From an optimization exercise on the open Yosys and OpenROAD flow, aimed at small area and a short achievable clock period; shortcuts taken in it are not production practice.
Only simulation tests tie the RTL to the original design; equivalence was not proved.
The clock port is modelled as an ideal driver; clocking choices that lean on that would not hold on a real chip.
Power and IR drop assume default switching activity.

==> flow/design.v <==
`timescale 1ns / 1ps
module fa(input a, b, c, output s, co);
    assign s = a ^ b ^ c;
    assign co = (a & b) | (a & c) | (b & c);
endmodule
module ha(input a, b, output s, co);
    assign s = a ^ b;
    assign co = a & b;
endmodule
module Optimized_Wallace(
    input clk, rst,
    input [15:0] A, B,
    output reg [31:0] PRODUCT
);
    reg [15:0] ra;
    reg rb15;
    reg one0;
    reg two0;
    reg neg0;
    reg one1;
    reg two1;
    reg neg1;
    reg one2;
    reg two2;
    reg neg2;
    reg one3;
    reg two3;
    reg neg3;
    reg one4;
    reg two4;
    reg neg4;
    reg one5;
    reg two5;
    reg neg5;
    reg one6;
    reg two6;
    reg neg6;
    reg one7;
    reg two7;
    reg neg7;
    reg [92:0] r2;
    reg [54:0] r3;
    reg v1, v2, v3;
    wire pp1 = ((one0 & ra[0])) ^ neg0;
    wire pp2 = ((one0 & ra[1]) | (two0 & ra[0])) ^ neg0;
    wire pp3 = ((one0 & ra[2]) | (two0 & ra[1])) ^ neg0;
    wire pp4 = ((one0 & ra[3]) | (two0 & ra[2])) ^ neg0;
    wire pp5 = ((one0 & ra[4]) | (two0 & ra[3])) ^ neg0;
    wire pp6 = ((one0 & ra[5]) | (two0 & ra[4])) ^ neg0;
    wire pp7 = ((one0 & ra[6]) | (two0 & ra[5])) ^ neg0;
    wire pp8 = ((one0 & ra[7]) | (two0 & ra[6])) ^ neg0;
    wire pp9 = ((one0 & ra[8]) | (two0 & ra[7])) ^ neg0;
    wire pp10 = ((one0 & ra[9]) | (two0 & ra[8])) ^ neg0;
    wire pp11 = ((one0 & ra[10]) | (two0 & ra[9])) ^ neg0;
    wire pp12 = ((one0 & ra[11]) | (two0 & ra[10])) ^ neg0;
    wire pp13 = ((one0 & ra[12]) | (two0 & ra[11])) ^ neg0;
    wire pp14 = ((one0 & ra[13]) | (two0 & ra[12])) ^ neg0;
    wire pp15 = ((one0 & ra[14]) | (two0 & ra[13])) ^ neg0;
    wire pp16 = ((one0 & ra[15]) | (two0 & ra[14])) ^ neg0;
    wire pp17 = ((two0 & ra[15])) ^ neg0;
    wire ns18 = ~neg0;
    wire pp19 = ((one1 & ra[0])) ^ neg1;
    wire pp20 = ((one1 & ra[1]) | (two1 & ra[0])) ^ neg1;
    wire pp21 = ((one1 & ra[2]) | (two1 & ra[1])) ^ neg1;
    wire pp22 = ((one1 & ra[3]) | (two1 & ra[2])) ^ neg1;
    wire pp23 = ((one1 & ra[4]) | (two1 & ra[3])) ^ neg1;
    wire pp24 = ((one1 & ra[5]) | (two1 & ra[4])) ^ neg1;
    wire pp25 = ((one1 & ra[6]) | (two1 & ra[5])) ^ neg1;
    wire pp26 = ((one1 & ra[7]) | (two1 & ra[6])) ^ neg1;
    wire pp27 = ((one1 & ra[8]) | (two1 & ra[7])) ^ neg1;
    wire pp28 = ((one1 & ra[9]) | (two1 & ra[8])) ^ neg1;
    wire pp29 = ((one1 & ra[10]) | (two1 & ra[9])) ^ neg1;
    wire pp30 = ((one1 & ra[11]) | (two1 & ra[10])) ^ neg1;
    wire pp31 = ((one1 & ra[12]) | (two1 & ra[11])) ^ neg1;
    wire pp32 = ((one1 & ra[13]) | (two1 & ra[12])) ^ neg1;
    wire pp33 = ((one1 & ra[14]) | (two1 & ra[13])) ^ neg1;
    wire pp34 = ((one1 & ra[15]) | (two1 & ra[14])) ^ neg1;
    wire pp35 = ((two1 & ra[15])) ^ neg1;
    wire ns36 = ~neg1;
    wire pp37 = ((one2 & ra[0])) ^ neg2;
    wire pp38 = ((one2 & ra[1]) | (two2 & ra[0])) ^ neg2;
    wire pp39 = ((one2 & ra[2]) | (two2 & ra[1])) ^ neg2;
    wire pp40 = ((one2 & ra[3]) | (two2 & ra[2])) ^ neg2;
    wire pp41 = ((one2 & ra[4]) | (two2 & ra[3])) ^ neg2;
    wire pp42 = ((one2 & ra[5]) | (two2 & ra[4])) ^ neg2;
    wire pp43 = ((one2 & ra[6]) | (two2 & ra[5])) ^ neg2;
    wire pp44 = ((one2 & ra[7]) | (two2 & ra[6])) ^ neg2;
    wire pp45 = ((one2 & ra[8]) | (two2 & ra[7])) ^ neg2;
    wire pp46 = ((one2 & ra[9]) | (two2 & ra[8])) ^ neg2;
    wire pp47 = ((one2 & ra[10]) | (two2 & ra[9])) ^ neg2;
    wire pp48 = ((one2 & ra[11]) | (two2 & ra[10])) ^ neg2;
    wire pp49 = ((one2 & ra[12]) | (two2 & ra[11])) ^ neg2;
    wire pp50 = ((one2 & ra[13]) | (two2 & ra[12])) ^ neg2;
    wire pp51 = ((one2 & ra[14]) | (two2 & ra[13])) ^ neg2;
    wire pp52 = ((one2 & ra[15]) | (two2 & ra[14])) ^ neg2;
    wire pp53 = ((two2 & ra[15])) ^ neg2;
    wire ns54 = ~neg2;
    wire pp55 = ((one3 & ra[0])) ^ neg3;
    wire pp56 = ((one3 & ra[1]) | (two3 & ra[0])) ^ neg3;
    wire pp57 = ((one3 & ra[2]) | (two3 & ra[1])) ^ neg3;
    wire pp58 = ((one3 & ra[3]) | (two3 & ra[2])) ^ neg3;
    wire pp59 = ((one3 & ra[4]) | (two3 & ra[3])) ^ neg3;
    wire pp60 = ((one3 & ra[5]) | (two3 & ra[4])) ^ neg3;
    wire pp61 = ((one3 & ra[6]) | (two3 & ra[5])) ^ neg3;
    wire pp62 = ((one3 & ra[7]) | (two3 & ra[6])) ^ neg3;
    wire pp63 = ((one3 & ra[8]) | (two3 & ra[7])) ^ neg3;
    wire pp64 = ((one3 & ra[9]) | (two3 & ra[8])) ^ neg3;
    wire pp65 = ((one3 & ra[10]) | (two3 & ra[9])) ^ neg3;
    wire pp66 = ((one3 & ra[11]) | (two3 & ra[10])) ^ neg3;
    wire pp67 = ((one3 & ra[12]) | (two3 & ra[11])) ^ neg3;
    wire pp68 = ((one3 & ra[13]) | (two3 & ra[12])) ^ neg3;
    wire pp69 = ((one3 & ra[14]) | (two3 & ra[13])) ^ neg3;
    wire pp70 = ((one3 & ra[15]) | (two3 & ra[14])) ^ neg3;
    wire pp71 = ((two3 & ra[15])) ^ neg3;
    wire ns72 = ~neg3;
    wire pp73 = ((one4 & ra[0])) ^ neg4;
    wire pp74 = ((one4 & ra[1]) | (two4 & ra[0])) ^ neg4;
    wire pp75 = ((one4 & ra[2]) | (two4 & ra[1])) ^ neg4;
    wire pp76 = ((one4 & ra[3]) | (two4 & ra[2])) ^ neg4;
    wire pp77 = ((one4 & ra[4]) | (two4 & ra[3])) ^ neg4;
    wire pp78 = ((one4 & ra[5]) | (two4 & ra[4])) ^ neg4;
    wire pp79 = ((one4 & ra[6]) | (two4 & ra[5])) ^ neg4;
    wire pp80 = ((one4 & ra[7]) | (two4 & ra[6])) ^ neg4;
    wire pp81 = ((one4 & ra[8]) | (two4 & ra[7])) ^ neg4;
    wire pp82 = ((one4 & ra[9]) | (two4 & ra[8])) ^ neg4;
    wire pp83 = ((one4 & ra[10]) | (two4 & ra[9])) ^ neg4;
    wire pp84 = ((one4 & ra[11]) | (two4 & ra[10])) ^ neg4;
    wire pp85 = ((one4 & ra[12]) | (two4 & ra[11])) ^ neg4;
    wire pp86 = ((one4 & ra[13]) | (two4 & ra[12])) ^ neg4;
    wire pp87 = ((one4 & ra[14]) | (two4 & ra[13])) ^ neg4;
    wire pp88 = ((one4 & ra[15]) | (two4 & ra[14])) ^ neg4;
    wire pp89 = ((two4 & ra[15])) ^ neg4;
    wire ns90 = ~neg4;
    wire pp91 = ((one5 & ra[0])) ^ neg5;
    wire pp92 = ((one5 & ra[1]) | (two5 & ra[0])) ^ neg5;
    wire pp93 = ((one5 & ra[2]) | (two5 & ra[1])) ^ neg5;
    wire pp94 = ((one5 & ra[3]) | (two5 & ra[2])) ^ neg5;
    wire pp95 = ((one5 & ra[4]) | (two5 & ra[3])) ^ neg5;
    wire pp96 = ((one5 & ra[5]) | (two5 & ra[4])) ^ neg5;
    wire pp97 = ((one5 & ra[6]) | (two5 & ra[5])) ^ neg5;
    wire pp98 = ((one5 & ra[7]) | (two5 & ra[6])) ^ neg5;
    wire pp99 = ((one5 & ra[8]) | (two5 & ra[7])) ^ neg5;
    wire pp100 = ((one5 & ra[9]) | (two5 & ra[8])) ^ neg5;
    wire pp101 = ((one5 & ra[10]) | (two5 & ra[9])) ^ neg5;
    wire pp102 = ((one5 & ra[11]) | (two5 & ra[10])) ^ neg5;
    wire pp103 = ((one5 & ra[12]) | (two5 & ra[11])) ^ neg5;
    wire pp104 = ((one5 & ra[13]) | (two5 & ra[12])) ^ neg5;
    wire pp105 = ((one5 & ra[14]) | (two5 & ra[13])) ^ neg5;
    wire pp106 = ((one5 & ra[15]) | (two5 & ra[14])) ^ neg5;
    wire pp107 = ((two5 & ra[15])) ^ neg5;
    wire ns108 = ~neg5;
    wire pp109 = ((one6 & ra[0])) ^ neg6;
    wire pp110 = ((one6 & ra[1]) | (two6 & ra[0])) ^ neg6;
    wire pp111 = ((one6 & ra[2]) | (two6 & ra[1])) ^ neg6;
    wire pp112 = ((one6 & ra[3]) | (two6 & ra[2])) ^ neg6;
    wire pp113 = ((one6 & ra[4]) | (two6 & ra[3])) ^ neg6;
    wire pp114 = ((one6 & ra[5]) | (two6 & ra[4])) ^ neg6;
    wire pp115 = ((one6 & ra[6]) | (two6 & ra[5])) ^ neg6;
    wire pp116 = ((one6 & ra[7]) | (two6 & ra[6])) ^ neg6;
    wire pp117 = ((one6 & ra[8]) | (two6 & ra[7])) ^ neg6;
    wire pp118 = ((one6 & ra[9]) | (two6 & ra[8])) ^ neg6;
    wire pp119 = ((one6 & ra[10]) | (two6 & ra[9])) ^ neg6;
    wire pp120 = ((one6 & ra[11]) | (two6 & ra[10])) ^ neg6;
    wire pp121 = ((one6 & ra[12]) | (two6 & ra[11])) ^ neg6;
    wire pp122 = ((one6 & ra[13]) | (two6 & ra[12])) ^ neg6;
    wire pp123 = ((one6 & ra[14]) | (two6 & ra[13])) ^ neg6;
    wire pp124 = ((one6 & ra[15]) | (two6 & ra[14])) ^ neg6;
    wire pp125 = ((two6 & ra[15])) ^ neg6;
    wire ns126 = ~neg6;
    wire pp127 = ((one7 & ra[0])) ^ neg7;
    wire pp128 = ((one7 & ra[1]) | (two7 & ra[0])) ^ neg7;
    wire pp129 = ((one7 & ra[2]) | (two7 & ra[1])) ^ neg7;
    wire pp130 = ((one7 & ra[3]) | (two7 & ra[2])) ^ neg7;
    wire pp131 = ((one7 & ra[4]) | (two7 & ra[3])) ^ neg7;
    wire pp132 = ((one7 & ra[5]) | (two7 & ra[4])) ^ neg7;
    wire pp133 = ((one7 & ra[6]) | (two7 & ra[5])) ^ neg7;
    wire pp134 = ((one7 & ra[7]) | (two7 & ra[6])) ^ neg7;
    wire pp135 = ((one7 & ra[8]) | (two7 & ra[7])) ^ neg7;
    wire pp136 = ((one7 & ra[9]) | (two7 & ra[8])) ^ neg7;
    wire pp137 = ((one7 & ra[10]) | (two7 & ra[9])) ^ neg7;
    wire pp138 = ((one7 & ra[11]) | (two7 & ra[10])) ^ neg7;
    wire pp139 = ((one7 & ra[12]) | (two7 & ra[11])) ^ neg7;
    wire pp140 = ((one7 & ra[13]) | (two7 & ra[12])) ^ neg7;
    wire pp141 = ((one7 & ra[14]) | (two7 & ra[13])) ^ neg7;
    wire pp142 = ((one7 & ra[15]) | (two7 & ra[14])) ^ neg7;
    wire pp143 = ((two7 & ra[15])) ^ neg7;
    wire ns144 = ~neg7;
    wire pp145 = rb15 & ra[0];
    wire pp146 = rb15 & ra[1];
    wire pp147 = rb15 & ra[2];
    wire pp148 = rb15 & ra[3];
    wire pp149 = rb15 & ra[4];
    wire pp150 = rb15 & ra[5];
    wire pp151 = rb15 & ra[6];
    wire pp152 = rb15 & ra[7];
    wire pp153 = rb15 & ra[8];
    wire pp154 = rb15 & ra[9];
    wire pp155 = rb15 & ra[10];
    wire pp156 = rb15 & ra[11];
    wire pp157 = rb15 & ra[12];
    wire pp158 = rb15 & ra[13];
    wire pp159 = rb15 & ra[14];
    wire pp160 = rb15 & ra[15];
    wire s161, c162;
    fa u_s161 (.a(pp3), .b(pp19), .c(neg1), .s(s161), .co(c162));
    wire s163, c164;
    fa u_s163 (.a(pp5), .b(pp21), .c(pp37), .s(s163), .co(c164));
    wire s165, c166;
    fa u_s165 (.a(pp6), .b(pp22), .c(pp38), .s(s165), .co(c166));
    wire s167, c168;
    fa u_s167 (.a(pp7), .b(pp23), .c(pp39), .s(s167), .co(c168));
    wire s169, c170;
    fa u_s169 (.a(pp8), .b(pp24), .c(pp40), .s(s169), .co(c170));
    wire s171, c172;
    fa u_s171 (.a(pp9), .b(pp25), .c(pp41), .s(s171), .co(c172));
    wire s173, c174;
    fa u_s173 (.a(pp57), .b(pp73), .c(neg4), .s(s173), .co(c174));
    wire s175, c176;
    fa u_s175 (.a(pp10), .b(pp26), .c(pp42), .s(s175), .co(c176));
    wire s177, c178;
    fa u_s177 (.a(pp11), .b(pp27), .c(pp43), .s(s177), .co(c178));
    wire s179, c180;
    fa u_s179 (.a(pp59), .b(pp75), .c(pp91), .s(s179), .co(c180));
    wire s181, c182;
    fa u_s181 (.a(pp12), .b(pp28), .c(pp44), .s(s181), .co(c182));
    wire s183, c184;
    fa u_s183 (.a(pp60), .b(pp76), .c(pp92), .s(s183), .co(c184));
    wire s185, c186;
    fa u_s185 (.a(pp13), .b(pp29), .c(pp45), .s(s185), .co(c186));
    wire s187, c188;
    fa u_s187 (.a(pp61), .b(pp77), .c(pp93), .s(s187), .co(c188));
    wire s189, c190;
    fa u_s189 (.a(pp14), .b(pp30), .c(pp46), .s(s189), .co(c190));
    wire s191, c192;
    fa u_s191 (.a(pp62), .b(pp78), .c(pp94), .s(s191), .co(c192));
    wire s193, c194;
    fa u_s193 (.a(pp15), .b(pp31), .c(pp47), .s(s193), .co(c194));
    wire s195, c196;
    fa u_s195 (.a(pp63), .b(pp79), .c(pp95), .s(s195), .co(c196));
    wire s197, c198;
    fa u_s197 (.a(pp111), .b(pp127), .c(neg7), .s(s197), .co(c198));
    wire s199, c200;
    fa u_s199 (.a(pp16), .b(pp32), .c(pp48), .s(s199), .co(c200));
    wire s201, c202;
    fa u_s201 (.a(pp64), .b(pp80), .c(pp96), .s(s201), .co(c202));
    wire s203, c204;
    ha u_s203 (.a(pp112), .b(pp128), .s(s203), .co(c204));
    wire s205, c206;
    fa u_s205 (.a(pp17), .b(pp33), .c(pp49), .s(s205), .co(c206));
    wire s207, c208;
    fa u_s207 (.a(pp65), .b(pp81), .c(pp97), .s(s207), .co(c208));
    wire s209, c210;
    fa u_s209 (.a(pp113), .b(pp129), .c(pp145), .s(s209), .co(c210));
    wire s211, c212;
    fa u_s211 (.a(neg0), .b(pp34), .c(pp50), .s(s211), .co(c212));
    wire s213, c214;
    fa u_s213 (.a(pp66), .b(pp82), .c(pp98), .s(s213), .co(c214));
    wire s215, c216;
    fa u_s215 (.a(pp114), .b(pp130), .c(pp146), .s(s215), .co(c216));
    wire s217, c218;
    fa u_s217 (.a(neg0), .b(pp35), .c(pp51), .s(s217), .co(c218));
    wire s219, c220;
    fa u_s219 (.a(pp67), .b(pp83), .c(pp99), .s(s219), .co(c220));
    wire s221, c222;
    fa u_s221 (.a(pp115), .b(pp131), .c(pp147), .s(s221), .co(c222));
    wire s223, c224;
    fa u_s223 (.a(ns18), .b(ns36), .c(pp52), .s(s223), .co(c224));
    wire s225, c226;
    fa u_s225 (.a(pp68), .b(pp84), .c(pp100), .s(s225), .co(c226));
    wire s227, c228;
    fa u_s227 (.a(pp116), .b(pp132), .c(pp148), .s(s227), .co(c228));
    wire s229 = ~(pp53 ^ pp69);
    wire c230 = pp53 | pp69;
    wire s231, c232;
    fa u_s231 (.a(pp85), .b(pp101), .c(pp117), .s(s231), .co(c232));
    wire s233, c234;
    ha u_s233 (.a(pp133), .b(pp149), .s(s233), .co(c234));
    wire s235, c236;
    fa u_s235 (.a(ns54), .b(pp70), .c(pp86), .s(s235), .co(c236));
    wire s237, c238;
    fa u_s237 (.a(pp102), .b(pp118), .c(pp134), .s(s237), .co(c238));
    wire s239 = ~(pp71 ^ pp87);
    wire c240 = pp71 | pp87;
    wire s241, c242;
    fa u_s241 (.a(pp103), .b(pp119), .c(pp135), .s(s241), .co(c242));
    wire s243, c244;
    fa u_s243 (.a(ns72), .b(pp88), .c(pp104), .s(s243), .co(c244));
    wire s245, c246;
    fa u_s245 (.a(pp120), .b(pp136), .c(pp152), .s(s245), .co(c246));
    wire s247 = ~(pp89 ^ pp105);
    wire c248 = pp89 | pp105;
    wire s249, c250;
    fa u_s249 (.a(pp121), .b(pp137), .c(pp153), .s(s249), .co(c250));
    wire s251, c252;
    fa u_s251 (.a(ns90), .b(pp106), .c(pp122), .s(s251), .co(c252));
    wire s253 = ~(pp107 ^ pp123);
    wire c254 = pp107 | pp123;
    wire s255, c256;
    fa u_s255 (.a(ns108), .b(pp124), .c(pp140), .s(s255), .co(c256));
    wire s257 = ~(pp125 ^ pp141);
    wire c258 = pp125 | pp141;
    wire s259, c260;
    fa u_s259 (.a(ns126), .b(pp142), .c(pp158), .s(s259), .co(c260));
    wire s261 = ~(pp143 ^ pp159);
    wire c262 = pp143 | pp159;
    wire s263, c264;
    fa u_s263 (.a(c162), .b(pp4), .c(pp20), .s(s263), .co(c264));
    wire s265, c266;
    fa u_s265 (.a(c166), .b(s167), .c(pp55), .s(s265), .co(c266));
    wire s267, c268;
    fa u_s267 (.a(c168), .b(s169), .c(pp56), .s(s267), .co(c268));
    wire s269, c270;
    fa u_s269 (.a(c170), .b(s171), .c(s173), .s(s269), .co(c270));
    wire s271, c272;
    fa u_s271 (.a(c172), .b(c174), .c(s175), .s(s271), .co(c272));
    wire s273, c274;
    fa u_s273 (.a(c176), .b(s177), .c(s179), .s(s273), .co(c274));
    wire s275, c276;
    fa u_s275 (.a(c178), .b(c180), .c(s181), .s(s275), .co(c276));
    wire s277, c278;
    fa u_s277 (.a(c182), .b(c184), .c(s185), .s(s277), .co(c278));
    wire s279, c280;
    fa u_s279 (.a(s187), .b(pp109), .c(neg6), .s(s279), .co(c280));
    wire s281, c282;
    fa u_s281 (.a(c186), .b(c188), .c(s189), .s(s281), .co(c282));
    wire s283, c284;
    ha u_s283 (.a(s191), .b(pp110), .s(s283), .co(c284));
    wire s285, c286;
    fa u_s285 (.a(c190), .b(c192), .c(s193), .s(s285), .co(c286));
    wire s287, c288;
    ha u_s287 (.a(s195), .b(s197), .s(s287), .co(c288));
    wire s289, c290;
    fa u_s289 (.a(c194), .b(c196), .c(c198), .s(s289), .co(c290));
    wire s291, c292;
    fa u_s291 (.a(s199), .b(s201), .c(s203), .s(s291), .co(c292));
    wire s293, c294;
    fa u_s293 (.a(c200), .b(c202), .c(c204), .s(s293), .co(c294));
    wire s295, c296;
    fa u_s295 (.a(s205), .b(s207), .c(s209), .s(s295), .co(c296));
    wire s297, c298;
    fa u_s297 (.a(c206), .b(c208), .c(c210), .s(s297), .co(c298));
    wire s299, c300;
    fa u_s299 (.a(s211), .b(s213), .c(s215), .s(s299), .co(c300));
    wire s301, c302;
    fa u_s301 (.a(c212), .b(c214), .c(c216), .s(s301), .co(c302));
    wire s303, c304;
    fa u_s303 (.a(s217), .b(s219), .c(s221), .s(s303), .co(c304));
    wire s305, c306;
    fa u_s305 (.a(c218), .b(c220), .c(c222), .s(s305), .co(c306));
    wire s307, c308;
    fa u_s307 (.a(s223), .b(s225), .c(s227), .s(s307), .co(c308));
    wire s309, c310;
    fa u_s309 (.a(c224), .b(c226), .c(c228), .s(s309), .co(c310));
    wire s311, c312;
    fa u_s311 (.a(s229), .b(s231), .c(s233), .s(s311), .co(c312));
    wire s313, c314;
    fa u_s313 (.a(c230), .b(c232), .c(c234), .s(s313), .co(c314));
    wire s315, c316;
    fa u_s315 (.a(s235), .b(s237), .c(pp150), .s(s315), .co(c316));
    wire s317, c318;
    fa u_s317 (.a(c236), .b(c238), .c(s239), .s(s317), .co(c318));
    wire s319, c320;
    ha u_s319 (.a(s241), .b(pp151), .s(s319), .co(c320));
    wire s321, c322;
    fa u_s321 (.a(c240), .b(c242), .c(s243), .s(s321), .co(c322));
    wire s323, c324;
    fa u_s323 (.a(c244), .b(c246), .c(s247), .s(s323), .co(c324));
    wire s325, c326;
    fa u_s325 (.a(c248), .b(c250), .c(s251), .s(s325), .co(c326));
    wire s327, c328;
    fa u_s327 (.a(c252), .b(s253), .c(pp139), .s(s327), .co(c328));
    wire s329, c330;
    fa u_s329 (.a(c254), .b(s255), .c(pp156), .s(s329), .co(c330));
    wire s331, c332;
    fa u_s331 (.a(c256), .b(s257), .c(pp157), .s(s331), .co(c332));
    wire s333, c334;
    fa u_s333 (.a(c262), .b(ns144), .c(pp160), .s(s333), .co(c334));
    wire s335, c336;
    fa u_s335 (.a(r2[5]), .b(r2[6]), .c(r2[7]), .s(s335), .co(c336));
    wire s337, c338;
    fa u_s337 (.a(r2[16]), .b(r2[17]), .c(r2[18]), .s(s337), .co(c338));
    wire s339, c340;
    fa u_s339 (.a(r2[20]), .b(r2[21]), .c(r2[22]), .s(s339), .co(c340));
    wire s341, c342;
    fa u_s341 (.a(r2[23]), .b(r2[24]), .c(r2[25]), .s(s341), .co(c342));
    wire s343, c344;
    fa u_s343 (.a(r2[26]), .b(r2[27]), .c(r2[28]), .s(s343), .co(c344));
    wire s345, c346;
    fa u_s345 (.a(r2[29]), .b(r2[30]), .c(r2[31]), .s(s345), .co(c346));
    wire s347, c348;
    fa u_s347 (.a(r2[33]), .b(r2[34]), .c(r2[35]), .s(s347), .co(c348));
    wire s349, c350;
    fa u_s349 (.a(r2[37]), .b(r2[38]), .c(r2[39]), .s(s349), .co(c350));
    wire s351, c352;
    fa u_s351 (.a(r2[41]), .b(r2[42]), .c(r2[43]), .s(s351), .co(c352));
    wire s353, c354;
    fa u_s353 (.a(r2[45]), .b(r2[46]), .c(r2[47]), .s(s353), .co(c354));
    wire s355, c356;
    fa u_s355 (.a(r2[49]), .b(r2[50]), .c(r2[51]), .s(s355), .co(c356));
    wire s357, c358;
    fa u_s357 (.a(r2[53]), .b(r2[54]), .c(r2[55]), .s(s357), .co(c358));
    wire s359, c360;
    fa u_s359 (.a(r2[57]), .b(r2[58]), .c(r2[59]), .s(s359), .co(c360));
    wire s361, c362;
    fa u_s361 (.a(r2[61]), .b(r2[62]), .c(r2[63]), .s(s361), .co(c362));
    wire s363, c364;
    fa u_s363 (.a(r2[65]), .b(r2[66]), .c(r2[67]), .s(s363), .co(c364));
    wire s365, c366;
    fa u_s365 (.a(r2[69]), .b(r2[70]), .c(r2[71]), .s(s365), .co(c366));
    wire s367, c368;
    fa u_s367 (.a(r2[73]), .b(r2[74]), .c(r2[75]), .s(s367), .co(c368));
    wire s369, c370;
    fa u_s369 (.a(r2[76]), .b(r2[77]), .c(r2[78]), .s(s369), .co(c370));
    wire s371, c372;
    fa u_s371 (.a(r2[80]), .b(r2[81]), .c(r2[82]), .s(s371), .co(c372));
    wire s373, c374;
    fa u_s373 (.a(r2[87]), .b(r2[88]), .c(r2[89]), .s(s373), .co(c374));
    wire s375, c376;
    fa u_s375 (.a(c336), .b(r2[8]), .c(r2[9]), .s(s375), .co(c376));
    wire s377, c378;
    ha u_s377 (.a(r2[10]), .b(r2[11]), .s(s377), .co(c378));
    wire s379, c380;
    ha u_s379 (.a(r2[12]), .b(r2[13]), .s(s379), .co(c380));
    wire s381, c382;
    ha u_s381 (.a(r2[14]), .b(r2[15]), .s(s381), .co(c382));
    wire s383, c384;
    ha u_s383 (.a(s337), .b(r2[19]), .s(s383), .co(c384));
    wire s385, c386;
    ha u_s385 (.a(c338), .b(s339), .s(s385), .co(c386));
    wire s387, c388;
    ha u_s387 (.a(c340), .b(s341), .s(s387), .co(c388));
    wire s389, c390;
    ha u_s389 (.a(c342), .b(s343), .s(s389), .co(c390));
    wire s391, c392;
    fa u_s391 (.a(c344), .b(s345), .c(r2[32]), .s(s391), .co(c392));
    wire s393, c394;
    fa u_s393 (.a(c346), .b(s347), .c(r2[36]), .s(s393), .co(c394));
    wire s395, c396;
    fa u_s395 (.a(c348), .b(s349), .c(r2[40]), .s(s395), .co(c396));
    wire s397, c398;
    fa u_s397 (.a(c350), .b(s351), .c(r2[44]), .s(s397), .co(c398));
    wire s399, c400;
    fa u_s399 (.a(c352), .b(s353), .c(r2[48]), .s(s399), .co(c400));
    wire s401, c402;
    fa u_s401 (.a(c354), .b(s355), .c(r2[52]), .s(s401), .co(c402));
    wire s403, c404;
    fa u_s403 (.a(c356), .b(s357), .c(r2[56]), .s(s403), .co(c404));
    wire s405, c406;
    fa u_s405 (.a(c358), .b(s359), .c(r2[60]), .s(s405), .co(c406));
    wire s407, c408;
    fa u_s407 (.a(c360), .b(s361), .c(r2[64]), .s(s407), .co(c408));
    wire s409, c410;
    fa u_s409 (.a(c362), .b(s363), .c(r2[68]), .s(s409), .co(c410));
    wire s411, c412;
    fa u_s411 (.a(c364), .b(s365), .c(r2[72]), .s(s411), .co(c412));
    wire s413, c414;
    ha u_s413 (.a(c366), .b(s367), .s(s413), .co(c414));
    wire s415, c416;
    fa u_s415 (.a(c368), .b(s369), .c(r2[79]), .s(s415), .co(c416));
    wire s417, c418;
    ha u_s417 (.a(c370), .b(s371), .s(s417), .co(c418));
    wire s419, c420;
    fa u_s419 (.a(c372), .b(r2[83]), .c(r2[84]), .s(s419), .co(c420));
    wire s421, c422;
    ha u_s421 (.a(r2[85]), .b(r2[86]), .s(s421), .co(c422));
    wire s423, c424;
    fa u_s423 (.a(c374), .b(r2[90]), .c(r2[91]), .s(s423), .co(c424));
    wire g425, p426;
    ha u_p426 (.a(r2[0]), .b(r2[1]), .s(p426), .co(g425));
    wire g427, p428;
    ha u_p428 (.a(c376), .b(s377), .s(p428), .co(g427));
    wire g429, p430;
    ha u_p430 (.a(c378), .b(s379), .s(p430), .co(g429));
    wire g431, p432;
    ha u_p432 (.a(c380), .b(s381), .s(p432), .co(g431));
    wire g433, p434;
    ha u_p434 (.a(c382), .b(s383), .s(p434), .co(g433));
    wire g435, p436;
    ha u_p436 (.a(c384), .b(s385), .s(p436), .co(g435));
    wire g437, p438;
    ha u_p438 (.a(c386), .b(s387), .s(p438), .co(g437));
    wire g439, p440;
    ha u_p440 (.a(c388), .b(s389), .s(p440), .co(g439));
    wire g441, p442;
    ha u_p442 (.a(c390), .b(s391), .s(p442), .co(g441));
    wire g443, p444;
    ha u_p444 (.a(c392), .b(s393), .s(p444), .co(g443));
    wire g445, p446;
    ha u_p446 (.a(c394), .b(s395), .s(p446), .co(g445));
    wire g447, p448;
    ha u_p448 (.a(c396), .b(s397), .s(p448), .co(g447));
    wire g449, p450;
    ha u_p450 (.a(c398), .b(s399), .s(p450), .co(g449));
    wire g451, p452;
    ha u_p452 (.a(c400), .b(s401), .s(p452), .co(g451));
    wire g453, p454;
    ha u_p454 (.a(c402), .b(s403), .s(p454), .co(g453));
    wire g455, p456;
    ha u_p456 (.a(c404), .b(s405), .s(p456), .co(g455));
    wire g457, p458;
    ha u_p458 (.a(c406), .b(s407), .s(p458), .co(g457));
    wire g459, p460;
    ha u_p460 (.a(c408), .b(s409), .s(p460), .co(g459));
    wire g461, p462;
    ha u_p462 (.a(c410), .b(s411), .s(p462), .co(g461));
    wire g463, p464;
    ha u_p464 (.a(c412), .b(s413), .s(p464), .co(g463));
    wire g465, p466;
    ha u_p466 (.a(c414), .b(s415), .s(p466), .co(g465));
    wire g467, p468;
    ha u_p468 (.a(c416), .b(s417), .s(p468), .co(g467));
    wire g469, p470;
    ha u_p470 (.a(c418), .b(s419), .s(p470), .co(g469));
    wire g471, p472;
    ha u_p472 (.a(c420), .b(s421), .s(p472), .co(g471));
    wire g473, p474;
    ha u_p474 (.a(c422), .b(s373), .s(p474), .co(g473));
    wire g475, p476;
    ha u_p476 (.a(c424), .b(r2[92]), .s(p476), .co(g475));
    wire t477 = p426 | g425;
    wire t478 = p428 | g427;
    wire t479 = p430 | g429;
    wire t480 = p432 | g431;
    wire t481 = p434 | g433;
    wire G482 = 1'b0 | (r2[2] & g425);
    wire P483 = r2[2] & t477;
    wire G484 = 1'b0 | (r2[4] & 1'b0);
    wire P485 = r2[4] & r2[3];
    wire G486 = 1'b0 | (s375 & 1'b0);
    wire P487 = s375 & s335;
    wire G488 = g429 | (t479 & g427);
    wire P489 = t479 & t478;
    wire G490 = g433 | (t481 & g431);
    wire P491 = t481 & t480;
    wire G492 = 1'b0 | (r2[3] & G482);
    wire P493 = r2[3] & P483;
    wire G494 = G484 | (P485 & G482);
    wire P495 = P485 & P483;
    wire G496 = g427 | (t478 & G486);
    wire P497 = t478 & P487;
    wire G498 = G488 | (P489 & G486);
    wire P499 = P489 & P487;
    wire G500 = 1'b0 | (s335 & G494);
    wire P501 = s335 & P495;
    wire G502 = G486 | (P487 & G494);
    wire P503 = P487 & P495;
    wire G504 = G496 | (P497 & G494);
    wire P505 = P497 & P495;
    wire G506 = G498 | (P499 & G494);
    wire P507 = P499 & P495;
    wire G508 = g431 | (t480 & G506);
    wire P509 = t480 & P507;
    wire G510 = G490 | (P491 & G506);
    wire P511 = P491 & P507;
    wire sum512 = p426;
    wire sum513 = r2[2] ^ g425;
    wire sum514 = r2[3] ^ G482;
    wire sum515 = r2[4] ^ G492;
    wire sum516 = s335 ^ G494;
    wire sum517 = s375 ^ G500;
    wire sum518 = p428 ^ G502;
    wire sum519 = p430 ^ G504;
    wire sum520 = p432 ^ G506;
    wire sum521 = p434 ^ G508;
    wire t522 = r3[11] | r3[12];
    wire t523 = r3[13] | r3[14];
    wire t524 = r3[15] | r3[16];
    wire t525 = r3[17] | r3[18];
    wire t526 = r3[19] | r3[20];
    wire t527 = r3[21] | r3[22];
    wire t528 = r3[23] | r3[24];
    wire t529 = r3[25] | r3[26];
    wire t530 = r3[27] | r3[28];
    wire t531 = r3[29] | r3[30];
    wire t532 = r3[31] | r3[32];
    wire t533 = r3[33] | r3[34];
    wire t534 = r3[35] | r3[36];
    wire t535 = r3[37] | r3[38];
    wire t536 = r3[39] | r3[40];
    wire t537 = r3[41] | r3[42];
    wire t538 = r3[43] | r3[44];
    wire t539 = r3[45] | r3[46];
    wire t540 = r3[47] | r3[48];
    wire t541 = r3[49] | r3[50];
    wire t542 = r3[51] | r3[52];
    wire t543 = r3[53] | r3[54];
    wire g544 = r3[12] | (r3[11] & r3[10]);
    wire G545 = r3[14] | (t523 & g544);
    wire P546 = t523 & t522;
    wire G547 = r3[18] | (t525 & r3[16]);
    wire P548 = t525 & t524;
    wire G549 = r3[22] | (t527 & r3[20]);
    wire P550 = t527 & t526;
    wire G551 = r3[26] | (t529 & r3[24]);
    wire P552 = t529 & t528;
    wire G553 = r3[30] | (t531 & r3[28]);
    wire P554 = t531 & t530;
    wire G555 = r3[34] | (t533 & r3[32]);
    wire P556 = t533 & t532;
    wire G557 = r3[38] | (t535 & r3[36]);
    wire P558 = t535 & t534;
    wire G559 = r3[42] | (t537 & r3[40]);
    wire P560 = t537 & t536;
    wire G561 = r3[46] | (t539 & r3[44]);
    wire P562 = t539 & t538;
    wire G563 = r3[50] | (t541 & r3[48]);
    wire P564 = t541 & t540;
    wire G565 = r3[54] | (t543 & r3[52]);
    wire P566 = t543 & t542;
    wire G567 = G547 | (P548 & G545);
    wire P568 = P548 & P546;
    wire G569 = G551 | (P552 & G549);
    wire P570 = P552 & P550;
    wire G571 = G555 | (P556 & G553);
    wire P572 = P556 & P554;
    wire G573 = G559 | (P560 & G557);
    wire P574 = P560 & P558;
    wire G575 = G563 | (P564 & G561);
    wire P576 = P564 & P562;
    wire G577 = G569 | (P570 & G567);
    wire P578 = P570 & P568;
    wire G579 = G573 | (P574 & G571);
    wire P580 = P574 & P572;
    wire G581 = G579 | (P580 & G577);
    wire P582 = P580 & P578;
    wire G583 = G571 | (P572 & G577);
    wire P584 = P572 & P578;
    wire G585 = G575 | (P576 & G581);
    wire P586 = P576 & P582;
    wire G587 = G549 | (P550 & G567);
    wire P588 = P550 & P568;
    wire G589 = G553 | (P554 & G577);
    wire P590 = P554 & P578;
    wire G591 = G557 | (P558 & G583);
    wire P592 = P558 & P584;
    wire G593 = G561 | (P562 & G581);
    wire P594 = P562 & P582;
    wire G595 = G565 | (P566 & G585);
    wire P596 = P566 & P586;
    wire G597 = r3[16] | (t524 & G545);
    wire P598 = t524 & P546;
    wire G599 = r3[20] | (t526 & G567);
    wire P600 = t526 & P568;
    wire G601 = r3[24] | (t528 & G587);
    wire P602 = t528 & P588;
    wire G603 = r3[28] | (t530 & G577);
    wire P604 = t530 & P578;
    wire G605 = r3[32] | (t532 & G589);
    wire P606 = t532 & P590;
    wire G607 = r3[36] | (t534 & G583);
    wire P608 = t534 & P584;
    wire G609 = r3[40] | (t536 & G591);
    wire P610 = t536 & P592;
    wire G611 = r3[44] | (t538 & G581);
    wire P612 = t538 & P582;
    wire G613 = r3[48] | (t540 & G593);
    wire P614 = t540 & P594;
    wire G615 = r3[52] | (t542 & G585);
    wire P616 = t542 & P586;
    wire sum617 = r3[11] ^ r3[10];
    wire sum618 = r3[13] ^ g544;
    wire sum619 = r3[15] ^ G545;
    wire sum620 = r3[17] ^ G597;
    wire sum621 = r3[19] ^ G567;
    wire sum622 = r3[21] ^ G599;
    wire sum623 = r3[23] ^ G587;
    wire sum624 = r3[25] ^ G601;
    wire sum625 = r3[27] ^ G577;
    wire sum626 = r3[29] ^ G603;
    wire sum627 = r3[31] ^ G589;
    wire sum628 = r3[33] ^ G605;
    wire sum629 = r3[35] ^ G583;
    wire sum630 = r3[37] ^ G607;
    wire sum631 = r3[39] ^ G591;
    wire sum632 = r3[41] ^ G609;
    wire sum633 = r3[43] ^ G581;
    wire sum634 = r3[45] ^ G611;
    wire sum635 = r3[47] ^ G593;
    wire sum636 = r3[49] ^ G613;
    wire sum637 = r3[51] ^ G585;
    wire sum638 = r3[53] ^ G615;
    wire [31:0] sum = {sum638, sum637, sum636, sum635, sum634, sum633, sum632, sum631, sum630, sum629, sum628, sum627, sum626, sum625, sum624, sum623, sum622, sum621, sum620, sum619, sum618, sum617, r3[9], r3[8], r3[7], r3[6], r3[5], r3[4], r3[3], r3[2], r3[1], r3[0]};
    always @(posedge clk or posedge rst) begin
        if (rst) begin
            v1 <= 1'b0; v2 <= 1'b0; v3 <= 1'b0;
            PRODUCT <= 32'd0;
        end else begin
            v1 <= 1'b1; v2 <= v1; v3 <= v2;
            PRODUCT <= sum & {32{v3}};
        end
    end
    always @(posedge clk) begin
        ra <= A;
        rb15 <= B[15];
        one0 <= B[0] ^ 1'b0;
        two0 <= (B[1] & ~B[0] & ~1'b0) | (~B[1] & B[0] & 1'b0);
        neg0 <= B[1] & ~(B[0] & 1'b0);
        one1 <= B[2] ^ B[1];
        two1 <= (B[3] & ~B[2] & ~B[1]) | (~B[3] & B[2] & B[1]);
        neg1 <= B[3] & ~(B[2] & B[1]);
        one2 <= B[4] ^ B[3];
        two2 <= (B[5] & ~B[4] & ~B[3]) | (~B[5] & B[4] & B[3]);
        neg2 <= B[5] & ~(B[4] & B[3]);
        one3 <= B[6] ^ B[5];
        two3 <= (B[7] & ~B[6] & ~B[5]) | (~B[7] & B[6] & B[5]);
        neg3 <= B[7] & ~(B[6] & B[5]);
        one4 <= B[8] ^ B[7];
        two4 <= (B[9] & ~B[8] & ~B[7]) | (~B[9] & B[8] & B[7]);
        neg4 <= B[9] & ~(B[8] & B[7]);
        one5 <= B[10] ^ B[9];
        two5 <= (B[11] & ~B[10] & ~B[9]) | (~B[11] & B[10] & B[9]);
        neg5 <= B[11] & ~(B[10] & B[9]);
        one6 <= B[12] ^ B[11];
        two6 <= (B[13] & ~B[12] & ~B[11]) | (~B[13] & B[12] & B[11]);
        neg6 <= B[13] & ~(B[12] & B[11]);
        one7 <= B[14] ^ B[13];
        two7 <= (B[15] & ~B[14] & ~B[13]) | (~B[15] & B[14] & B[13]);
        neg7 <= B[15] & ~(B[14] & B[13]);
        r2 <= {s333, s261, c260, s259, c258, c332, s331, c330, s329, c328, pp155, s327, c326, pp154, pp138, s325, c324, s249, s323, c322, s245, s321, c320, c318, s319, s317, c316, c314, s315, s313, c312, c310, s311, s309, c308, c306, s307, s305, c304, c302, s303, s301, c300, c298, s299, s297, c296, c294, s295, s293, c292, c290, s291, s289, c288, c286, s287, s285, c284, c282, s283, s281, c280, c278, s279, s277, c276, s183, s275, c274, neg5, s273, c272, pp74, pp58, s271, c270, s269, c268, s267, c266, neg3, s265, s165, c164, neg2, s163, c264, s263, s161, pp2, neg0, pp1};
        r3 <= {g475, p476, 1'b0, s423, g473, p474, g471, p472, g469, p470, g467, p468, g465, p466, g463, p464, g461, p462, g459, p460, g457, p458, g455, p456, g453, p454, g451, p452, g449, p450, g447, p448, g445, p446, g443, p444, g441, p442, g439, p440, g437, p438, g435, p436, G510, sum521, sum520, sum519, sum518, sum517, sum516, sum515, sum514, sum513, sum512};
    end
endmodule
==> flow/flow/run.sh <==
#!/bin/bash
# The standard layout (the standard.sh: ORFS synthesis through finish),
# with the port buffers made of sky130_fd_sc_hd__buf_1 instead of the
# resizer's default pick.  Every tool's output goes to a log in this folder
# (make's own output to flow_make.log, ORFS's per-step logs under orfs/logs).
set -euo pipefail
export BUFFER_PORTS_ARGS="-buffer_cell sky130_fd_sc_hd__buf_1"
bash standard.sh finish > flow_make.log 2>&1
==> flow/standard.sh <==
#!/bin/bash
# synth_recipe.tcl (not shown) runs the flow's synth.tcl, then flattens the netlist and writes it again
# the make line also repeats each setting of config.mk as NAME=value (left out here)
make -C /OpenROAD-flow-scripts/flow DESIGN_CONFIG=/design/flow/config.mk WORK_HOME=/design/flow/orfs CLKGATE_MAP_FILE= SYNTH_SCRIPT=/design/flow/synth_recipe.tcl "${@:-finish}"
==> flow/config.mk <==
export PLATFORM = sky130hd
export DESIGN_NAME = Optimized_Wallace
export DESIGN_NICKNAME = Optimized_Wallace
export VERILOG_FILES = /design/flow/design.v
export SDC_FILE = /design/flow/constraint.sdc
export NUM_CORES = 4
export LEC_CHECK = 0
export CAP_MARGIN = 20
export CORE_MARGIN = 2
export CORE_UTILIZATION = 70
export CTS_BUF_LIST = sky130_fd_sc_hd__clkbuf_16
export CTS_CLUSTER_DIAMETER = 100
export CTS_CLUSTER_SIZE = 25
export PLACE_DENSITY = 0.75
export SETUP_SLACK_MARGIN = 1.4
export SLEW_MARGIN = 20
export SYNTH_HIERARCHICAL = 1
export SYNTH_MINIMUM_KEEP_SIZE = 0
export TNS_END_PERCENT = 0
==> flow/constraint.sdc <==
create_clock -name core_clock -period 3.0 [get_ports {clk}]
set_input_delay 0.6000 -clock core_clock [delete_from_list [all_inputs] [get_ports {clk}]]
set_output_delay 0.6000 -clock core_clock [all_outputs]
set_load 0.01 [all_outputs]
==> results of run 1 <==
[sequential cells by signal (all words and copies together), names as in the netlist, 16 cells and up]
signal and flops:
PRODUCT 32, r2 93, r3 53, ra 16
[Yosys stat by module, one instance, submodules excluded]
module             cells inside  copies in the design  cell area [µm²]
Optimized_Wallace           796                     1             8520
fa                            1                   111             20.0
ha                            1                    41             12.5
[synthesized netlist by cell type (all sizes together) (2+ instances only)]
cell type / number / share of area, %
nor3: 6 / 0.27
ha: 59 / 6.6
a21oi: 12 / 0.57
dfrtp: 35 / 7.8
and3: 2 / 0.16
inv: 28 / 0.93
or3: 2 / 0.11
dfxtp: 187 / 33
fa: 111 / 20
nand3b: 7 / 0.47
o22a: 2 / 0.16
o21ai: 20 / 0.89
and2: 28 / 1.6
nor2: 13 / 0.43
mux2i: 4 / 0.36
o21a: 4 / 0.27
nand2b: 12 / 0.67
xnor2: 148 / 12
a22oi: 121 / 8.1
buf: 3 / 0.10
xor2: 4 / 0.31
nor2b: 9 / 0.50
clkbuf: 81 / 2.7
a211oi: 2 / 0.13
a21o: 2 / 0.13
nand2: 26 / 0.87
o21bai: 4 / 0.27
[worst register-to-register path: stages, from the launching register on]
cell	delay [ps]
dfxtp_2	350
a21o_1	210
a31o_1	280
o31a_1	290
and3_4	190
a221oi_4	220
o21bai_1	120
ha_2	270
and2_1	140
[worst max path at each step]
stage | endpoint | slack, ps | cells past startpoint
finish | PRODUCT[30]$_DFF_PP0_ | 830 | 8
CTS | PRODUCT[31]$_DFF_PP0_ | 860 | 9
global placement | r2[40]$_DFF_P_ | 620 | 4
global route | PRODUCT[31]$_DFF_PP0_ | 730 | 9
floorplan | PRODUCT[30]$_DFF_PP0_ | 1000 | 8
detailed placement | r2[13]$_DFF_P_ | 620 | 4
[cell families after synthesis]
logic type	synth area share, %
AOI/OAI and AO/OA	11.4
xor gates and xnor gates	11.8
adders and majority gates	26.3
buffers and inverters	3.74
DFF	41.0
muxes	0.356
other	0.0333
and+or+nand+nor	5.34
[power breakdown]
group / switching, mW / total (mW) / internal (mW)
clock network: 0.909 / 1.70 / 0.786
registers: 0.754 / 4.88 / 4.12
logic: 2.70 / 5.19 / 2.49
total: 4.37 / 11.8 / 7.40
[area by class of cell]
class	instances	share of cell area (%)
flip-flops and latches	222	38.4
well taps	216	2.22
inverters	28	0.865
multi-input cells	614	51.8
clock buffers	13	2.68
repair buffers	96	3.92
clock inverters	5	0.165
[what timing repair did]
| action | CTS | global route |
|---|---|---|
| gates resized for setup | 37 | 0 |
| setup buffers | 6 | 2 |
| cloned | 0 | 0 |
| pin swaps | 8 | 7 |
| hold buffers | 0 | 0 |
| endpoints found under the setup margin | 129 | 163 |
[layout by cell type (no fill, tap or decap), types with 11 or more instances in the layout]
cell,synthesis,final
dfxtp_1,187,156
xnor2_1,148,146
a22oi_1,120,119
fa_1,111,109
buf_1,3,65
ha_1,59,57
dfrtp_1,35,35
inv_1,28,32
buf_4,0,31
dfxtp_2,0,29
and2_1,28,28
nand2_1,26,26
o21ai_0,20,18
nor2_1,13,13
clkbuf_16,0,13
nand2b_1,12,12
a21oi_1,11,11
[layer usage]
metal	wire length, µm	global-route usage [%]	share of wire (%)	vias to the layer above
met1	10300	41.7	42	3527
met2	11800	50.0	48	389
met5	0	0	0	-
li1	-	-	-	3200
met3	2250	6.47	9.1	49
met4	440	7.70	1.8	0
==> impl_metrics.toml, run 1 <==
[cells_and_area]
utilization_pct = 77.1
multi_input_area_um2 = 6290
antenna_cells = 0
nets = 1178
drive_above_1_share_pct = 9.51
fill_cells = 998
seqCellArea_um2 = 4660
instances_no_fill = 1194
area.growth.synth_to_final_pct = 7.99
final_cell_area_um2 = 12200

[die]
io_pins = 66
initial_core_util_pct = 71.4
die_w_um = 131
die_h_um = 131
rows = 46
coreArea_um2 = 15800
die_area_um2 = 17100

[global_routing]
antenna_found_initial = 0
grt_pass1_vias = 7492
grt_max_degree = 36
grt_pass1_wl_mm = 39.7
grt_usage_pct = 30.4
grt_overflow_total = 0

[clock_network]
numCtsBuffers = 12
cts-root-buf = "clkbuf_16"
cts-htree-levels = 1
clkTransAtPathRegs_ps = 100
cts_tree = "yes"
clock-sinks = 222
clkLatencyLatePin_ps = 490
cts_buffer_depth = 3

[sta]
slew_viol_final = 0
tightest_slew_ps = 688
setup_viol = 0
tns_ps = 0
period_minus_slack_ps = 2170
slew_headroom_pct = 54.1
grt_setup_unrepaired = "true"
final.setup_skew_ps = 36.2
hold_violations = 0
post-route-period-util_pct = 72.4
finalWorstSetupSlack_ps = 829
hold_ws_ps = 161
max_freq_ghz = 0.461

[power_and_ir_drop]
irDropWorstVdd_uv = 572
total_power_mw = 11.8
p_leak_nw = 4.88
power_density_nw_per_um2 = 968

[synth]
synth-edff-count = 0
synthesis.nets = 1152
yosysWarnings = 7
syn_area_per_cell_um2 = 11.9
yosysSeqAreaShare_pct = 41.0
ys_async_sr_fraction_pct = 15.8
syn-instance-count = 948
synthFlopType = "dfxtp_1"
syn-cell-area_um2 = 11300
ys_ff_latch = 222
synth_cell_types = 46

[worst_setup_path]
reg2regPathDepth = 8
cpPeakStageDelay_ps = 350
crit_chain = "a21o_1 -> a31o_1 -> o31a_1 -> and3_4 -> a221oi_4 -> o21bai_1 -> ha_2 -> and2_1"
crit_family = "compound AO/OA/AOI/OAI gates"
path_buf_inv = 0
endpoint_kind = "register"
start_kind = "register"
cp-startpoint = "r3[37]$_DFF_P_"
worst_path_max_delay_cell = "dfxtp_2"
crit_arrival_ps = 2550
worst-r2r-setup-slack_ps = 830
r2r_start = "r3[37]$_DFF_P_"
regToRegEndpoint = "PRODUCT[30]$_DFF_PP0_"
worstSetupPathType = "reg -> reg"
cp_max_fo = 4
critical_path_required_ps = 3380

[routing]
wirelength_mm = 24.9
drt_iter0_drc = 625
vias_per_cell = 6.00
ant_nets = 0
dr.pass1.iters = 5
remaining_drc_errors = 0
post_drt_wl_per_cell_um = 20.8
dr_total_vias = 7165

[place]
port_buffers = 65
post-place-ws_ps = 620
dp_hpwl_mm = 17.5
gp_congestion = 0.879
dpl.cell_count = 1168
post_dp_cell_area_um2 = 11700

[job]
cap_violations = 0

[status]
outcome = "timing/DRC/antenna clean"

[hold_path]
hp-class = "in -> async"
==> run 2: changes to the inputs <==
==> flow/run.sh (new file) <==
#!/bin/bash
# synth_recipe.tcl (not shown) runs the flow's synth.tcl, then flattens the netlist and writes it again
# the make line also repeats each setting of config.mk as NAME=value (left out here)
make -C /OpenROAD-flow-scripts/flow DESIGN_CONFIG=/design/flow/config.mk WORK_HOME=/design/flow/orfs CLKGATE_MAP_FILE= SYNTH_SCRIPT=/design/flow/synth_recipe.tcl finish
--- a/flow/config.mk
+++ b/flow/config.mk
@@ -7,11 +7,10 @@
 export LEC_CHECK = 0
 export CAP_MARGIN = 20
 export CORE_MARGIN = 2
-export CORE_UTILIZATION = 70
+export CORE_UTILIZATION = 60
 export CTS_BUF_LIST = sky130_fd_sc_hd__clkbuf_16
 export CTS_CLUSTER_DIAMETER = 100
 export CTS_CLUSTER_SIZE = 25
-export PLACE_DENSITY = 0.75
 export SETUP_SLACK_MARGIN = 1.4
 export SLEW_MARGIN = 20
 export SYNTH_HIERARCHICAL = 1
removed: flow/flow/run.sh
removed: flow/standard.sh
==> run 2 against run 1 <==
Compared with the run above: critical path depth decreased by 4; die area increased by 16%; final cell count increased by 1.0%; count of clock-buffer cells in the layout unchanged; wire length decreased by 2.1%; flip-flop and latch count unchanged; via count decreased by 1.6%; clock skew decreased by 13 ps; combinational power about the same; largest power group unchanged.
==> impl_metrics.toml, run 2 <==
[global_routing]
grt_usage_pct = 25.3
grt_pass1_wl_mm = 39.3
met2_usage_pct = 40.1
grt_pass1_vias = 7221
global_route.usage.met1_pct = 37.3
grt_max_degree = 36
grt_overflow_total = 0
antenna_found_initial = 0
use_met3_pct = 3.97
top_usage_layer = "met2"

[worst_setup_path]
reg2regPathDepth = 4
regToRegEndpoint = "r2[56]$_DFF_P_"
cpPeakStageDelay_ps = 600
crit_arrival_ps = 2500
worst_path_most_repeated_cell = "fa_1"
start_kind = "register"
worst_path_max_delay_cell = "dfxtp_2"
worstSetupPathType = "reg -> reg"
endpoint_kind = "register"
r2r_start = "one5$_DFF_P_"
cp_max_fo = 16
critical_path_required_ps = 3350
worst-r2r-setup-slack_ps = 850
crit_chain = "a22oi_1 -> xnor2_1 -> fa_1 -> fa_1"

[sta]
setup_viol = 0
slew_headroom_pct = 54.1
post-route-period-util_pct = 71.8
max_freq_ghz = 0.464
final.setup_skew_ps = 23.6
grt_setup_unrepaired = "true"
tns_ps = 0
slew_viol_final = 0
hold_violations = 0
tightest_slew_ps = 688
period_minus_slack_ps = 2150

[synth]
syn_area_per_cell_um2 = 11.9
synth_top_area_cell = "dfxtp_1"
synth_cell_types = 46
syn-cell-area_um2 = 11300
syn-instance-count = 948
synth-edff-count = 0
netlist_top_cells_area = "dfxtp_1 33%, fa_1 20%, xnor2_1 12%"
yosysMostFrequentCell = "dfxtp_1"
synthesis.nets = 1152
yosysWarnings = 7
synth_common_cells = "187 x dfxtp_1, 148 x xnor2_1, 120 x a22oi_1"
yosysSeqAreaShare_pct = 41.0
synthFlopType = "dfxtp_1"
ys_ff_latch = 222
ys_async_sr_fraction_pct = 15.8
synth_top_area_share_pct = 33.3

[clock_network]
clock-sinks = 222
clkTransAtPathRegs_ps = 90
cts_buffer_depth = 3
clkLatencyLatePin_ps = 470
cts-htree-levels = 1
cts-root-buf = "clkbuf_16"
numCtsBuffers = 13
cts_tree = "yes"

[die]
die_h_um = 141
initial_core_util_pct = 60.6
die_w_um = 141
die_area_um2 = 19900
rows = 50
coreArea_um2 = 18600
io_pins = 66

[routing]
vias_per_cell = 5.84
post_drt_wl_per_cell_um = 20.2
dr_total_vias = 7048
dr.pass1.iters = 5
remaining_drc_errors = 0
ant_nets = 0
wirelength_mm = 24.3
drt_iter0_drc = 590

[power_and_ir_drop]
power_density_nw_per_um2 = 941
swShare_pct = 35.9
total_power_mw = 11.8
seqPwrFrac_pct = 41.2
p_clk_share_pct = 15.1
p_leak_nw = 5.01
p_sw_mw = 4.25
irDropWorstVdd_uv = 438
combPwrFrac_pct = 43.8
p_int_mw = 7.58

[hold_path]
hp-class = "reg -> reg"
hold_start = "v2$_DFF_PP0_"
min_path_cells = 0
hold_end = "v3$_DFF_PP0_"

[cells_and_area]
nets = 1170
largestRegisters = "r2 x93, r3 x53, PRODUCT x32"
area.growth.synth_to_final_pct = 11.8
final_cell_mix = "152 x dfxtp_1, 147 x xnor2_1, 119 x a22oi_1"
final_common_cell = "dfxtp_1"
antenna_cells = 0
fill_cells = 1357
largest_register = "r2"
drive_above_1_share_pct = 9.36
largest_reg_flops = 93
utilization_pct = 67.7

[place]
port_buffers = 65
gp_congestion = 0.910
dp_hpwl_mm = 17.5

[job]
cap_violations = 0

[status]
outcome = "timing/DRC/antenna clean"
## run 2: cell counts after synthesis
No cell type changed its count.
## run 2: kinds of logic after synthesis
group | count (synthesis) | share of synthesized area, %
other | 1 | 0.0333
muxes | 4 | 0.356
and+or+nand+nor | 110 | 5.34
xor gates and xnor gates | 152 | 11.8
buffers and inverters | 112 | 3.74
AOI/OAI and AO/OA | 177 | 11.4
adders and majority gates | 170 | 26.3
DFF | 222 | 41.0
## run 2: worst max-delay path: cells and delay by family (launching register included)
family          cells  cell delay, ps
compound gates      1             170
flops               1             600
xor+xnor            1             280
fa+ha+maj           2             970
## run 2: how the worst max path moves through the flow
stage	from	endpoint	slack, ps	depth (start not counted)
finish	one5$_DFF_P_	r2[56]$_DFF_P_	850	4
global route	r3[10]$_DFF_P_	PRODUCT[31]$_DFF_PP0_	800	10
CTS	r2[5]$_DFF_P_	r3[10]$_DFF_P_	850	8
detailed placement	ra[7]$_DFF_P_	r2[40]$_DFF_P_	500	4
global placement	ra[7]$_DFF_P_	r2[40]$_DFF_P_	440	4
floorplan	r3[37]$_DFF_P_	PRODUCT[30]$_DFF_PP0_	1000	8
## run 2: cell type report
type | count | area [µm²] | area share [%]
clock buffer | 13 | 325 | 2.59
clock inverter | 8 | 50.0 | 0.398
inverter | 28 | 105 | 0.836
multi-input combinational | 614 | 6300 | 50.1
sequential | 222 | 4680 | 37.2
tap | 234 | 293 | 2.33
timing repair buffer | 87 | 816 | 6.49
## run 2: timing repair
action                                  CTS  global route
resized for setup                        40            11
setup buffers                             6             3
hold buffers                              0             0
endpoints found under the setup margin  156           164
pin swaps                                 8             7
## run 2: stage by stage
step,hold WS (ps),worst slack [ps],area [µm²],instances
2_1_floorplan,330,996,11500,948
3_3_place_gp,340,438,12000,1176
3_5_place_dp,338,503,12000,1176
4_1_cts,369,852,12500,1203
5_1_grt,378,802,12600,1206
6_report,368,847,12600,1206
## run 2: power groups by stage
| stage | Clock, mW | Sequential [mW] | Combinational (mW) |
|---|---|---|---|
| after floorplan | 0 | 4.68 | 3.42 |
| after global placement | 0 | 4.86 | 4.67 |
| after detailed placement | 0 | 4.92 | 4.91 |
| after CTS | 1.82 | 4.87 | 5.13 |
| after global routing | 1.95 | 4.98 | 5.90 |
| final | 1.78 | 4.87 | 5.18 |
## run 2: per-module statistics from Yosys, one instance, submodules excluded
| module | cell area [µm²] | copies in the design | cells inside | flip-flops and latches |
|---|---|---|---|---|
| ha | 12.5 | 41 | 1 | 0 |
| Optimized_Wallace | 8520 | 1 | 796 | 222 |
| fa | 20.0 | 111 | 1 | 0 |
## run 2: routing by layer
| metal | wire length (µm) | share of wire (%) | vias up |
|---|---|---|---|
| met1 | 11000 | 45 | 3530 |
| met4 | 306 | 1.3 | 0 |
| li1 | - | - | 3196 |
| met5 | 0 | 0 | - |
| met2 | 11200 | 46 | 295 |
| met3 | 1880 | 7.7 | 27 |
==> run 3: changes to the inputs <==
==> flow/flow/run.sh (new file) <==
#!/bin/bash
set -euo pipefail
export BUFFER_PORTS_ARGS="-buffer_cell sky130_fd_sc_hd__buf_1"
bash standard.sh cts > flow_cts.log 2>&1
export RES=$PWD/orfs/results/sky130hd/Optimized_Wallace/base
export PLATFORM_DIR=$FLOW_HOME/platforms/sky130hd
export SKEW_PLAN=$PWD/flow/plan.tcl
openroad -no_splash -exit flow/skew.tcl > skew_eco.log 2>&1
bash standard.sh finish > flow_make.log 2>&1
==> flow/flow/plan.tcl (new file) <==
branch r1 {ra* rb15* one* two* neg*} {clkbuf_16} 2
branch r3 {r3*} {clkbuf_4 clkbuf_4 clkbuf_16} 2
branch prod {PRODUCT*} {clkbuf_4 clkbuf_4 clkbuf_4 clkbuf_16} 1
==> flow/flow/skew.tcl (new file) <==
set res $::env(RES)
read_lef $::env(PLATFORM_DIR)/lef/sky130_fd_sc_hd.tlef
read_lef $::env(PLATFORM_DIR)/lef/sky130_fd_sc_hd_merged.lef
read_liberty $::env(PLATFORM_DIR)/lib/sky130_fd_sc_hd__tt_025C_1v80.lib
read_db $res/4_cts.odb
read_sdc $res/4_cts.sdc
source $::env(PLATFORM_DIR)/setRC.tcl
set db [ord::get_db]
set block [ord::get_db_block]
set root [$block findNet clknet_0_clk]

proc master {n} { return [[ord::get_db] findMaster sky130_fd_sc_hd__$n] }
set uid 0
proc newbuf {type innet x y} {
  global block uid
  incr uid
  set inst [odb::dbInst_create $block [master $type] "cksk_buf_$uid"]
  set net [odb::dbNet_create $block "cksk_net_$uid"]
  $net setSigType CLOCK
  [$inst findITerm A] connect $innet
  [$inst findITerm X] connect $net
  $inst setLocation [expr int($x)] [expr int($y)]
  $inst setPlacementStatus PLACED
  return $net
}
proc flops {pats} {
  global block
  set out {}
  foreach inst [$block getInsts] {
    set n [$inst getName]
    foreach p $pats { if {[string match $p $n]} { lappend out $inst; break } }
  }
  return $out
}
proc centroid {insts} {
  set sx 0; set sy 0
  foreach i $insts { set b [$i getBBox]; set sx [expr $sx + [$b xMin]]; set sy [expr $sy + [$b yMin]] }
  set n [llength $insts]
  return [list [expr $sx / $n] [expr $sy / $n]]
}
# chain: list of buffer types from the root; the last one is repeated per leaf cluster
proc branch {name pats chain nleaf} {
  global root
  set fl [flops $pats]
  set fl [lsort -command {apply {{a b} {expr {[[$a getBBox] xMin] - [[$b getBBox] xMin]}}}} $fl]
  set c [centroid $fl]
  set net $root
  foreach t [lrange $chain 0 end-1] { set net [newbuf $t $net [lindex $c 0] [lindex $c 1]] }
  set per [expr {([llength $fl] + $nleaf - 1) / $nleaf}]
  for {set k 0} {$k < $nleaf} {incr k} {
    set grp [lrange $fl [expr $k*$per] [expr ($k+1)*$per - 1]]
    if {![llength $grp]} continue
    set cc [centroid $grp]
    set leaf [newbuf [lindex $chain end] $net [lindex $cc 0] [lindex $cc 1]]
    foreach f $grp {
      set it [$f findITerm CLK]
      $it disconnect
      $it connect $leaf
    }
  }
  puts "branch $name: [llength $fl] flops, chain $chain x $nleaf"
}
source $::env(SKEW_PLAN)
# remove clock buffers left without sinks
set changed 1
while {$changed} {
  set changed 0
  foreach inst [$block getInsts] {
    set m [[$inst getMaster] getName]
    if {![string match "*clkbuf*" $m] && ![string match "*clkinv*" $m]} continue
    set x [$inst findITerm X]
    if {$x eq "NULL"} { set x [$inst findITerm Y] }
    if {$x eq "NULL"} continue
    set n [$x getNet]
    if {$n eq "NULL"} continue
    if {[llength [$n getITerms]] <= 1 && [llength [$n getBTerms]] == 0} {
      puts "removing [$inst getName]"
      odb::dbInst_destroy $inst
      odb::dbNet_destroy $n
      set changed 1
    }
  }
}
detailed_placement
check_placement
estimate_parasitics -placement
set_propagated_clock [all_clocks]
catch { report_checks -path_delay max -group_path_count 3 -format end }
catch { report_clock_skew }
foreach p {ra[0]* one0* r2[0]* r3[0]* PRODUCT[0]* v1*} {
  catch { foreach pin [get_pins -quiet $p/CLK] { puts "latency [get_full_name $pin] [get_property $pin arrival_max_rise]" } }
}
write_db $res/4_cts.odb
==> flow/standard.sh (new file) <==
#!/bin/bash
# synth_recipe.tcl (not shown) runs the flow's synth.tcl, then flattens the netlist and writes it again
# the make line also repeats each setting of config.mk as NAME=value (left out here)
make -C /OpenROAD-flow-scripts/flow DESIGN_CONFIG=/design/flow/config.mk WORK_HOME=/design/flow/orfs CLKGATE_MAP_FILE= SYNTH_SCRIPT=/design/flow/synth_recipe.tcl "${@:-finish}"
removed: flow/run.sh
==> run 3 against run 2 <==
Compared with the run above: via count fell by 1.0%; wire length decreased by 0.85%; first-iteration DRC count is 16% higher; non-clock buffer count up 5; final cell count up 0.17%; sequential share of layout area is 1.1 points higher; synthesized cell count is the same; worst setup slack improved by 120 ps; register-to-register slack improved by 120 ps; hold slack worse by 19 ps; critical path type unchanged; critical endpoint is now PRODUCT[31]$_DFF_PP0_; largest power group is now registers; highest routed layer unchanged.
==> impl_metrics.toml, run 3 <==
[hold_path]
hp-class = "reg -> reg"

[synth]
netlist_top_cells_area = "dfxtp_1 33%, fa_1 20%, xnor2_1 12%"
syn_area_per_cell_um2 = 11.9
synthesis.nets = 1152
synthFlopType = "dfxtp_1"
synth_common_cells = "187 x dfxtp_1, 148 x xnor2_1, 120 x a22oi_1"
synth-edff-count = 0
synth_top_area_cell = "dfxtp_1"
yosysSeqAreaShare_pct = 41.0
synth_cell_types = 46
syn-cell-area_um2 = 11300
syn-instance-count = 948
ys_ff_latch = 222
yosysMostFrequentCell = "dfxtp_1"
yosysWarnings = 7
ys_async_sr_fraction_pct = 15.8
synth_top_area_share_pct = 33.3

[cells_and_area]
largest_reg_flops = 93
final_cell_mix = "152 x dfxtp_1, 147 x xnor2_1, 119 x a22oi_1"
area.growth.synth_to_final_pct = 9.02
largestRegisters = "r2 x93, r3 x53, PRODUCT x32"
instances_no_fill = 1208
drive_above_1_share_pct = 9.34
nets = 1174
final_common_cell = "dfxtp_1"
largest_register = "r2"
utilization_pct = 66.0
antenna_cells = 0

[die]
die_w_um = 141
die_area_um2 = 19900
initial_core_util_pct = 60.6
io_pins = 66
rows = 50
die_h_um = 141
coreArea_um2 = 18600

[place]
port_buffers = 65
dpl.cell_count = 1176
gp_congestion = 0.927
dp_hpwl_mm = 16.7

[clock_network]
cts-htree-levels = 1
clock-sinks = 222
numCtsBuffers = 12
cts_tree = "yes"
clkLatencyLatePin_ps = 690
cts_buffer_depth = 3
cts-root-buf = "clkbuf_16"
clkTransAtPathRegs_ps = 110

[worst_setup_path]
r2r_start = "r3[37]$_DFF_P_"
endpoint = "PRODUCT[31]$_DFF_PP0_"
worst-r2r-setup-slack_ps = 960
cp_max_fo = 4
start_kind = "register"
cp-startpoint = "r3[37]$_DFF_P_"
reg2regPathDepth = 9
regToRegEndpoint = "PRODUCT[31]$_DFF_PP0_"
crit_arrival_ps = 2610
endpoint_kind = "register"
worstSetupPathType = "reg -> reg"
critical_path_required_ps = 3570

[sta]
hold_ws_ps = 348
post-route-period-util_pct = 67.9
slew_viol_final = 0
tightest_slew_ps = 686
setup_viol = 0
period_minus_slack_ps = 2040
final.setup_skew_ps = 224
grt_setup_unrepaired = "true"
max_freq_ghz = 0.491
slew_headroom_pct = 54.2
hold_violations = 0
tns_ps = 0

[global_routing]
antenna_found_initial = 0
grt_overflow_total = 0
grt_pass1_vias = 7317
grt_max_degree = 36
grt_usage_pct = 25.5
grt_pass1_wl_mm = 39.1

[power_and_ir_drop]
p_int_mw = 7.61
p_leak_nw = 4.89
power_density_nw_per_um2 = 965
seqPwrFrac_pct = 41.0
p_clk_share_pct = 18.3
total_power_mw = 11.8
irDropWorstVdd_uv = 546
swShare_pct = 35.7
combPwrFrac_pct = 40.7
p_sw_mw = 4.22

[routing]
wirelength_mm = 24.1
drt_iter0_drc = 687
post_drt_wl_per_cell_um = 20.0
vias_per_cell = 5.77
ant_nets = 0
dr.pass1.iters = 5
remaining_drc_errors = 0
dr_total_vias = 6974

[status]
outcome = "timing/DRC/antenna clean"

[job]
cap_violations = 0
## run 3: cell counts after synthesis
No cell type changed its count.
## run 3: critical path, cell delays in order, from the launching register on
cell and delay, ps:
dfxtp_2 340, a21o_1 200, a31o_1 210, o31a_1 310
and3_4 180, a221oi_4 250, o21bai_1 100, ha_2 190
xnor2_2 140, nor2_1 60
## run 3: worst min path at each step
stage                 start  cells after the start                     to
3_3_place_gp   v1$_DFF_PP0_                      0           v2$_DFF_PP0_
6_report       v1$_DFF_PP0_                      0           v2$_DFF_PP0_
5_1_grt                A[1]                      1          ra[1]$_DFF_P_
4_1_cts                 rst                      3  PRODUCT[24]$_DFF_PP0_
3_5_place_dp   v1$_DFF_PP0_                      0           v2$_DFF_PP0_
2_1_floorplan  neg3$_DFF_P_                      0         r2[11]$_DFF_P_
## run 3: power by group through the flow
| stage | Combinational [mW] | Sequential [mW] | Clock, mW |
|---|---|---|---|
| after floorplan | 3.42 | 4.68 | 0 |
| after global placement | 4.53 | 4.86 | 0 |
| after detailed placement | 4.72 | 4.91 | 0 |
| after CTS | 4.86 | 4.85 | 1.75 |
| after global routing | 5.64 | 4.97 | 2.35 |
| final | 4.82 | 4.85 | 2.17 |
## run 3: cell families after synthesis
kind of cell / after synthesis / synth area share [%]
flops: 222 / 41.0
other cells: 1 / 0.0333
simple gates: 110 / 5.34
compound gates: 177 / 11.4
buf+inv: 112 / 3.74
xor+xnor: 152 / 11.8
mux: 4 / 0.356
fa+ha+maj: 170 / 26.3
## run 3: per-stage QoR
step | instance area, µm² | worst slack, ps
finish | 12300 | 962
global route | 12300 | 876
CTS | 12100 | 901
detailed placement | 11600 | 511
global placement | 11600 | 528
floorplan | 11500 | 996
## run 3: cell type report
type / instances / area [µm²]
fillers: 1441 / 6310
multi-input cells: 614 / 6280
flip-flops and latches: 222 / 4700
repair buffers: 82 / 374
clock buffers: 13 / 325
well taps: 234 / 293
plain buffers: 10 / 163
inverters: 28 / 105
clock inverters: 5 / 20.0
## run 3: modules after synthesis, one instance, submodules excluded
module / cells inside / flip-flops and latches
ha: 1 / 0
fa: 1 / 0
Optimized_Wallace: 796 / 222
## run 3: timing repair
| item | CTS | global route |
|---|---|---|
| gates cloned | 0 | 0 |
| endpoints found under the setup margin | 124 | 132 |
| pin swaps | 5 | 0 |
| resized for setup | 53 | 1 |
| hold buffers | 0 | 1 |
| endpoints found under the hold margin | 0 | 32 |
| buffers inserted | 3 | 0 |
## run 3: routing by layer
metal,routed length (µm),GRT usage (%)
met3,2090,6.76
met4,520,8.63
met5,0,0
met1,10700,35.7
met2,10900,39.0
